Context: an optimization exercise on an open-source flow, tuned for a short achievable clock period and few clock cycles per item. The choices shown serve that exercise and are no tape-out recipe.

==> job 1309 <==
==> flow/design.v (excerpt) <==
module draw_fpv(clock, reset,
                start, done,
                player_pos_x, player_pos_y, player_angle,
                grid_x, grid_y, grid_out,
                vga_x, vga_y, vga_colour, vga_write);
==> module draw_vertical_line, before the edit <==
module draw_vertical_line(clock, reset,
                          start, have, wcell, vert, pop,
                          done, vga_x, vga_y, vga_colour, vga_write);
    input clock;
    input reset;
    input start;
    input have;                  
    input [2:0] wcell;            
    input vert;                  
    output pop;                  
    output reg done;
    output reg [7:0] vga_x;
    output reg [6:0] vga_y;
    output reg [17:0] vga_colour;
    output reg vga_write;
    reg [6:0] wcol;
    reg [6:0] wy;
    wire col_end = wy == 7'd119;
    assign pop = have & col_end;
    always @(posedge clock) begin
        vga_x <= {1'b0, wcol};
        vga_y <= wy;
        if (vert)
            vga_colour <= { {6{wcell[2]}}, {6{wcell[1]}}, {6{wcell[0]}} };
        else
            vga_colour <= { {2{wcell[2]}}, 4'b0, {2{wcell[1]}}, 4'b0, {2{wcell[0]}}, 4'b0 };
        if (reset | start) begin
            wcol <= 7'd0;
            wy <= 7'd0;
            vga_write <= 1'b0;
            done <= 1'b0;
        end
        else begin
            vga_write <= have;
            done <= pop & (wcol == 7'd119);
            if (have) begin
                if (col_end) begin
                    wy <= 7'd0;
                    wcol <= wcol + 7'd1;
                end
                else
                    wy <= wy + 7'd1;
            end
        end
    end
endmodule
==> module draw_fpv, before the edit <==
module draw_fpv(clock, reset,
                start, done,
                player_pos_x, player_pos_y, player_angle,
                grid_x, grid_y, grid_out,
                vga_x, vga_y, vga_colour, vga_write);
    input clock;
    input reset;
    input start;
    output done;
    input [13:0] player_pos_x;
    input [12:0] player_pos_y;
    input [7:0] player_angle;
    output [5:0] grid_x;
    output [4:0] grid_y;
    input [2:0] grid_out;
    output [7:0] vga_x;
    output [6:0] vga_y;
    output [17:0] vga_colour;
    output vga_write;
    reg [3:0] q [0:7];
    reg [2:0] wp, rp;
    reg [3:0] cnt;
    wire push, pop;
    wire [2:0] push_cell;
    wire push_vert;
    wire room = cnt < 4'd6;
    wire have = cnt != 4'd0;
    wire [3:0] head = q[rp];
    raytracer rt0 (.clock(clock),
                   .reset(reset),
                   .start(start),
                   .pos_x(player_pos_x),
                   .pos_y(player_pos_y),
                   .angle(player_angle),
                   .grid_x(grid_x),
                   .grid_y(grid_y),
                   .grid_out(grid_out),
                   .room(room),
                   .push(push),
                   .push_cell(push_cell),
                   .push_vert(push_vert));
    draw_vertical_line dvl0 (.clock(clock),
                             .reset(reset),
                             .start(start),
                             .have(have),
                             .wcell(head[3:1]),
                             .vert(head[0]),
                             .pop(pop),
                             .done(done),
                             .vga_x(vga_x),
                             .vga_y(vga_y),
                             .vga_colour(vga_colour),
                             .vga_write(vga_write));
    always @(posedge clock) begin
        if (push)
            q[wp] <= {push_cell, push_vert};
        if (reset | start) begin
            wp <= 3'd0;
            rp <= 3'd0;
            cnt <= 4'd0;
        end
        else begin
            if (push)
                wp <= wp + 3'd1;
            if (pop)
                rp <= rp + 3'd1;
            cnt <= cnt + {3'd0, push} - {3'd0, pop};
        end
    end
endmodule
Settings: LEC_CHECK=0, ABC_CLOCK_PERIOD_IN_PS=1800, CAP_MARGIN=20, CORE_MARGIN=2, CORE_UTILIZATION=40, PLACE_DENSITY=0.6, SETUP_SLACK_MARGIN=2.7, SLEW_MARGIN=20, SYNTH_MEMORY_MAX_BITS=16384; clock period 4.5 ns.
run.sh (not shown) runs the stock make flow with config.mk's settings and CLKGATE_MAP_FILE= SYNTH_SCRIPT=/design/flow/synth_recipe.tcl, a recipe that flattens the netlist after the stock synthesis.
==> inputs of job 455, as changes to job 1309 <==
--- a/flow/design.v
+++ b/flow/design.v
@@ -2,14 +2,42 @@
     input [13:0] coord_x;
     input [12:0] coord_y;
     output [5:0] grid_x;
     output [4:0] grid_y;
     assign grid_x = coord_x[13:8];
     assign grid_y = coord_y[12:8];
 endmodule
+module ks_adder(a, b, sum, cout);
+    parameter W = 8;
+    input [W-1:0] a, b;
+    output [W-1:0] sum;
+    output cout;
+    localparam L = $clog2(W);
+    wire [W-1:0] g [0:L];
+    wire [W-1:0] p [0:L];
+    assign g[0] = a & b;
+    assign p[0] = a ^ b;
+    genvar i, k;
+    generate
+        for (k = 0; k < L; k = k + 1) begin : lvl
+            for (i = 0; i < W; i = i + 1) begin : bi
+                if (i >= (1 << k)) begin : comb
+                    assign g[k+1][i] = g[k][i] | (p[k][i] & g[k][i - (1 << k)]);
+                    assign p[k+1][i] = p[k][i] & p[k][i - (1 << k)];
+                end
+                else begin : thru
+                    assign g[k+1][i] = g[k][i];
+                    assign p[k+1][i] = p[k][i];
+                end
+            end
+        end
+    endgenerate
+    assign sum = p[0] ^ {g[L][W-2:0], 1'b0};
+    assign cout = g[L][W-1];
+endmodule
 module bytian_to_vector(r, px, py, nx, ny, w0, w1);
     input [5:0] r;
     output reg [6:0] px, py, nx, ny;
     output reg w0, w1;
     always @(*) begin
         case (r)
         6'd0: begin px = 7'h00; py = 7'h32; nx = 7'h00; ny = 7'h4e; w0 = 1'b0; w1 = 1'b1; end
@@ -131,24 +159,19 @@
     reg [2:0] gq;
     reg exq, eyq;
     wire [5:0] tx;
     wire [4:0] ty;
     coordinate_to_grid ctg0 (.coord_x(px), .coord_y(py), .grid_x(tx), .grid_y(ty));
     assign grid_x = tx;
     assign grid_y = ty;
-    wire [8:0] sumx = {1'b0, px[7:0]} + {1'b0, dx[6], dx};
-    wire [8:0] sumy = {1'b0, py[7:0]} + {1'b0, dy[6], dy};
-    wire [7:0] nlx = sumx[7:0];
-    wire [7:0] nly = sumy[7:0];
-    wire [5:0] tx_inc = tx + 6'd1;
-    wire [5:0] tx_dec = tx - 6'd1;
-    wire [4:0] ty_inc = ty + 5'd1;
-    wire [4:0] ty_dec = ty - 5'd1;
-    wire [5:0] nhx = (sumx[8] == dx[6]) ? tx : (sumx[8] ? tx_inc : tx_dec);
-    wire [4:0] nhy = (sumy[8] == dy[6]) ? ty : (sumy[8] ? ty_inc : ty_dec);
+    wire [13:0] nx;
+    wire [12:0] ny;
+    wire ncx, ncy;
+    ks_adder #(.W(14)) addx (.a(px), .b({{7{dx[6]}}, dx}), .sum(nx), .cout(ncx));
+    ks_adder #(.W(13)) addy (.a(py), .b({{6{dy[6]}}, dy}), .sum(ny), .cout(ncy));
     wire hit = rv & (gq != 3'd0);
     wire cstart = okr & (~act | hit);
     assign push = hit;
     assign push_cell = gq;
     assign push_vert = (exq & ~eyq) | (wide & ~(exq ^ eyq));
     always @(posedge clock) begin
         rx <= rom_x;
@@ -166,16 +189,16 @@
             ptx <= p0x[13:8];
             pty <= p0y[12:8];
             dx <= ndx;
             dy <= ndy;
             wide <= nwide;
         end
         else begin
-            px <= {nhx, nlx};
-            py <= {nhy, nly};
+            px <= nx;
+            py <= ny;
             ptx <= tx;
             pty <= ty;
         end
         if (reset) begin
             running <= 1'b0;
             act <= 1'b0;
             rv <= 1'b0;
@@ -205,49 +228,56 @@
 module draw_vertical_line(clock, reset,
                           start, have, wcell, vert, pop,
                           done, vga_x, vga_y, vga_colour, vga_write);
     input clock;
     input reset;
     input start;
     input have;                  
-    input [2:0] wcell;            
+    input [2:0] wcell;           
     input vert;                  
     output pop;                  
     output reg done;
     output reg [7:0] vga_x;
     output reg [6:0] vga_y;
     output reg [17:0] vga_colour;
     output reg vga_write;
     reg [6:0] wcol;
     reg [6:0] wy;
-    wire col_end = wy == 7'd119;
+    reg col_end;                 
+    reg last_col;                
     assign pop = have & col_end;
     always @(posedge clock) begin
         vga_x <= {1'b0, wcol};
         vga_y <= wy;
         if (vert)
             vga_colour <= { {6{wcell[2]}}, {6{wcell[1]}}, {6{wcell[0]}} };
         else
             vga_colour <= { {2{wcell[2]}}, 4'b0, {2{wcell[1]}}, 4'b0, {2{wcell[0]}}, 4'b0 };
         if (reset | start) begin
             wcol <= 7'd0;
             wy <= 7'd0;
+            col_end <= 1'b0;
+            last_col <= 1'b0;
             vga_write <= 1'b0;
             done <= 1'b0;
         end
         else begin
             vga_write <= have;
-            done <= pop & (wcol == 7'd119);
+            done <= pop & last_col;
             if (have) begin
                 if (col_end) begin
                     wy <= 7'd0;
+                    col_end <= 1'b0;
                     wcol <= wcol + 7'd1;
+                    last_col <= wcol == 7'd118;
                 end
-                else
+                else begin
                     wy <= wy + 7'd1;
+                    col_end <= wy == 7'd118;
+                end
             end
         end
     end
 endmodule
 module draw_fpv(clock, reset,
                 start, done,
                 player_pos_x, player_pos_y, player_angle,
@@ -265,20 +295,20 @@
     input [2:0] grid_out;
     output [7:0] vga_x;
     output [6:0] vga_y;
     output [17:0] vga_colour;
     output vga_write;
     reg [3:0] q [0:7];
     reg [2:0] wp, rp;
-    reg [3:0] cnt;
+    reg [7:0] occ;               
     wire push, pop;
     wire [2:0] push_cell;
     wire push_vert;
-    wire room = cnt < 4'd6;
-    wire have = cnt != 4'd0;
+    wire room = ~occ[5];
+    wire have = occ[0];
     wire [3:0] head = q[rp];
     raytracer rt0 (.clock(clock),
                    .reset(reset),
                    .start(start),
                    .pos_x(player_pos_x),
                    .pos_y(player_pos_y),
                    .angle(player_angle),
@@ -303,18 +333,21 @@
                              .vga_write(vga_write));
     always @(posedge clock) begin
         if (push)
             q[wp] <= {push_cell, push_vert};
         if (reset | start) begin
             wp <= 3'd0;
             rp <= 3'd0;
-            cnt <= 4'd0;
+            occ <= 8'd0;
         end
         else begin
             if (push)
                 wp <= wp + 3'd1;
             if (pop)
                 rp <= rp + 3'd1;
-            cnt <= cnt + {3'd0, push} - {3'd0, pop};
+            if (push & ~pop)
+                occ <= {occ[6:0], 1'b1};
+            else if (pop & ~push)
+                occ <= {1'b0, occ[7:1]};
         end
     end
 endmodule
==> inputs of job 238, as changes to job 1309 <==
--- a/flow/design.v
+++ b/flow/design.v
@@ -205,49 +205,56 @@
 module draw_vertical_line(clock, reset,
                           start, have, wcell, vert, pop,
                           done, vga_x, vga_y, vga_colour, vga_write);
     input clock;
     input reset;
     input start;
     input have;                  
-    input [2:0] wcell;            
+    input [2:0] wcell;           
     input vert;                  
     output pop;                  
     output reg done;
     output reg [7:0] vga_x;
     output reg [6:0] vga_y;
     output reg [17:0] vga_colour;
     output reg vga_write;
     reg [6:0] wcol;
     reg [6:0] wy;
-    wire col_end = wy == 7'd119;
+    reg col_end;                 
+    reg last_col;                
     assign pop = have & col_end;
     always @(posedge clock) begin
         vga_x <= {1'b0, wcol};
         vga_y <= wy;
         if (vert)
             vga_colour <= { {6{wcell[2]}}, {6{wcell[1]}}, {6{wcell[0]}} };
         else
             vga_colour <= { {2{wcell[2]}}, 4'b0, {2{wcell[1]}}, 4'b0, {2{wcell[0]}}, 4'b0 };
         if (reset | start) begin
             wcol <= 7'd0;
             wy <= 7'd0;
+            col_end <= 1'b0;
+            last_col <= 1'b0;
             vga_write <= 1'b0;
             done <= 1'b0;
         end
         else begin
             vga_write <= have;
-            done <= pop & (wcol == 7'd119);
+            done <= pop & last_col;
             if (have) begin
                 if (col_end) begin
                     wy <= 7'd0;
+                    col_end <= 1'b0;
                     wcol <= wcol + 7'd1;
+                    last_col <= wcol == 7'd118;
                 end
-                else
+                else begin
                     wy <= wy + 7'd1;
+                    col_end <= wy == 7'd118;
+                end
             end
         end
     end
 endmodule
 module draw_fpv(clock, reset,
                 start, done,
                 player_pos_x, player_pos_y, player_angle,
@@ -265,20 +272,20 @@
     input [2:0] grid_out;
     output [7:0] vga_x;
     output [6:0] vga_y;
     output [17:0] vga_colour;
     output vga_write;
     reg [3:0] q [0:7];
     reg [2:0] wp, rp;
-    reg [3:0] cnt;
+    reg [7:0] occ;               
     wire push, pop;
     wire [2:0] push_cell;
     wire push_vert;
-    wire room = cnt < 4'd6;
-    wire have = cnt != 4'd0;
+    wire room = ~occ[5];
+    wire have = occ[0];
     wire [3:0] head = q[rp];
     raytracer rt0 (.clock(clock),
                    .reset(reset),
                    .start(start),
                    .pos_x(player_pos_x),
                    .pos_y(player_pos_y),
                    .angle(player_angle),
@@ -303,18 +310,21 @@
                              .vga_write(vga_write));
     always @(posedge clock) begin
         if (push)
             q[wp] <= {push_cell, push_vert};
         if (reset | start) begin
             wp <= 3'd0;
             rp <= 3'd0;
-            cnt <= 4'd0;
+            occ <= 8'd0;
         end
         else begin
             if (push)
                 wp <= wp + 3'd1;
             if (pop)
                 rp <= rp + 3'd1;
-            cnt <= cnt + {3'd0, push} - {3'd0, pop};
+            if (push & ~pop)
+                occ <= {occ[6:0], 1'b1};
+            else if (pop & ~push)
+                occ <= {1'b0, occ[7:1]};
         end
     end
 endmodule
==> flow_summary.json <==
{
  "status": "timing/DRC/antenna clean",
  "holdCritStartpoint": "dvl0.wcol[5]",
  "crit_path_max_incr_delay_ns": 0.43,
  "synthToLayoutAreaGrowth_pct": 35.5,
  "critical_path.top_delay_family": "adder cells",
  "r2r_end": "rt0.py[12]",
  "crit_chain": "ha_2, fa_2, a21o_1, a41oi_2, and3_4, or2_4, fa_2, a21o_1, a21oi_2, xor2_1, nand2b_1, o211ai_1",
  "startpoint": "rt0.dy[0]",
  "cts.repair.resized": 274,
  "cp.required_ns": 4.75,
  "rows": 57,
  "power_frac_seq": 0.384,
  "synth_area_leaders": "edfxtp_1 30%, dfxtp_1 22%, ha_1 7.6%",
  "finalNonFillerCells": 1395
}
# the run above: job 1309

==> flow_summary.json <==
{
  "crit_chain": "ha_4, fa_2, a211oi_4, o21ai_2, a31oi_1, xor2_1, o21ai_0",
  "synth_area_leaders": "edfxtp_1 26%, dfxtp_1 25%, ha_1 7.1%",
  "r2r_end": "rt0.px[8]",
  "crit_path_max_incr_delay_ns": 0.42,
  "status": "timing/DRC/antenna clean",
  "rows": 58,
  "startpoint": "rt0.dx[0]",
  "power_frac_seq": 0.369,
  "cp.required_ns": 4.89,
  "numPortBuffers": 85,
  "cts.repair.resized": 325,
  "numPlacedInstances": 1311,
  "async_reset_ff_frac": 0,
  "multi_input_comb_cells": 647,
  "finalNonFillerCells": 1446,
  "critical_path.top_delay_family": "compound AO/OA/AOI/OAI gates"
}
# the run above: job 455

==> flow_summary.json <==
{
  "status": "timing/DRC/antenna clean",
  "crit_path_max_incr_delay_ns": 0.40,
  "synthToLayoutAreaGrowth_pct": 30.6,
  "power_frac_seq": 0.379,
  "crit_chain": "ha_4, fa_2, a211oi_4, nor4b_4, a2111oi_4, buf_4, ha_4, a211oi_2, o21bai_1, a21oi_1, xor3_1, a21oi_1",
  "critical_path.top_delay_family": "compound AO/OA/AOI/OAI gates",
  "synth_area_leaders": "edfxtp_1 30%, dfxtp_1 23%, ha_1 7.4%",
  "holdCritStartpoint": "dvl0.wcol[6]",
  "cp.required_ns": 4.87,
  "startpoint": "rt0.dx[0]",
  "cts.repair.resized": 271
}
# the run above: job 238

No run of this note included a check of the RTL's function; only the layout flow was run.

## port drivers added, routing unchanged
The results above use ideal ports. As a check the final layouts listed here were re-extracted and re-timed, cells and wires unchanged.
Step 1 sets driving cells, clkbuf_16 on the clock port and buf_2 on the other inputs (assumed; they add their load-dependent delay and slew).
Step 2, shift: input delay + t, output delay - t, t = (earliest + latest rising clock arrival at the registers) / 2. This alone moves slack from input paths to output paths.
Three values: ideal, step 1, step 2; two values: the first two.
| run | t (ns) | setup slack, ns | hold WS [ns] | worst setup path after step 2 | cell pins on the clock port's net |
|---|---|---|---|---|---|
| job 1309 | 0.554 | 1.619 / 1.619 / 1.619 | 0.371 / 0.371 / 0.371 | register to register | 1 |
| job 455 | 0.561 | 2.534 / 2.534 / 2.211 | 0.379 / 0.379 / 0.379 | input to register | 1 |
| job 238 | 0.553 | 1.547 / 1.547 / 1.547 | 0.376 / 0.376 / 0.376 | register to register | 1 |
After both steps every run listed still meets setup and hold. The setup slack of job 455, which loses most, moves by 0.000 ns with the drivers and by -0.323 ns with both steps.
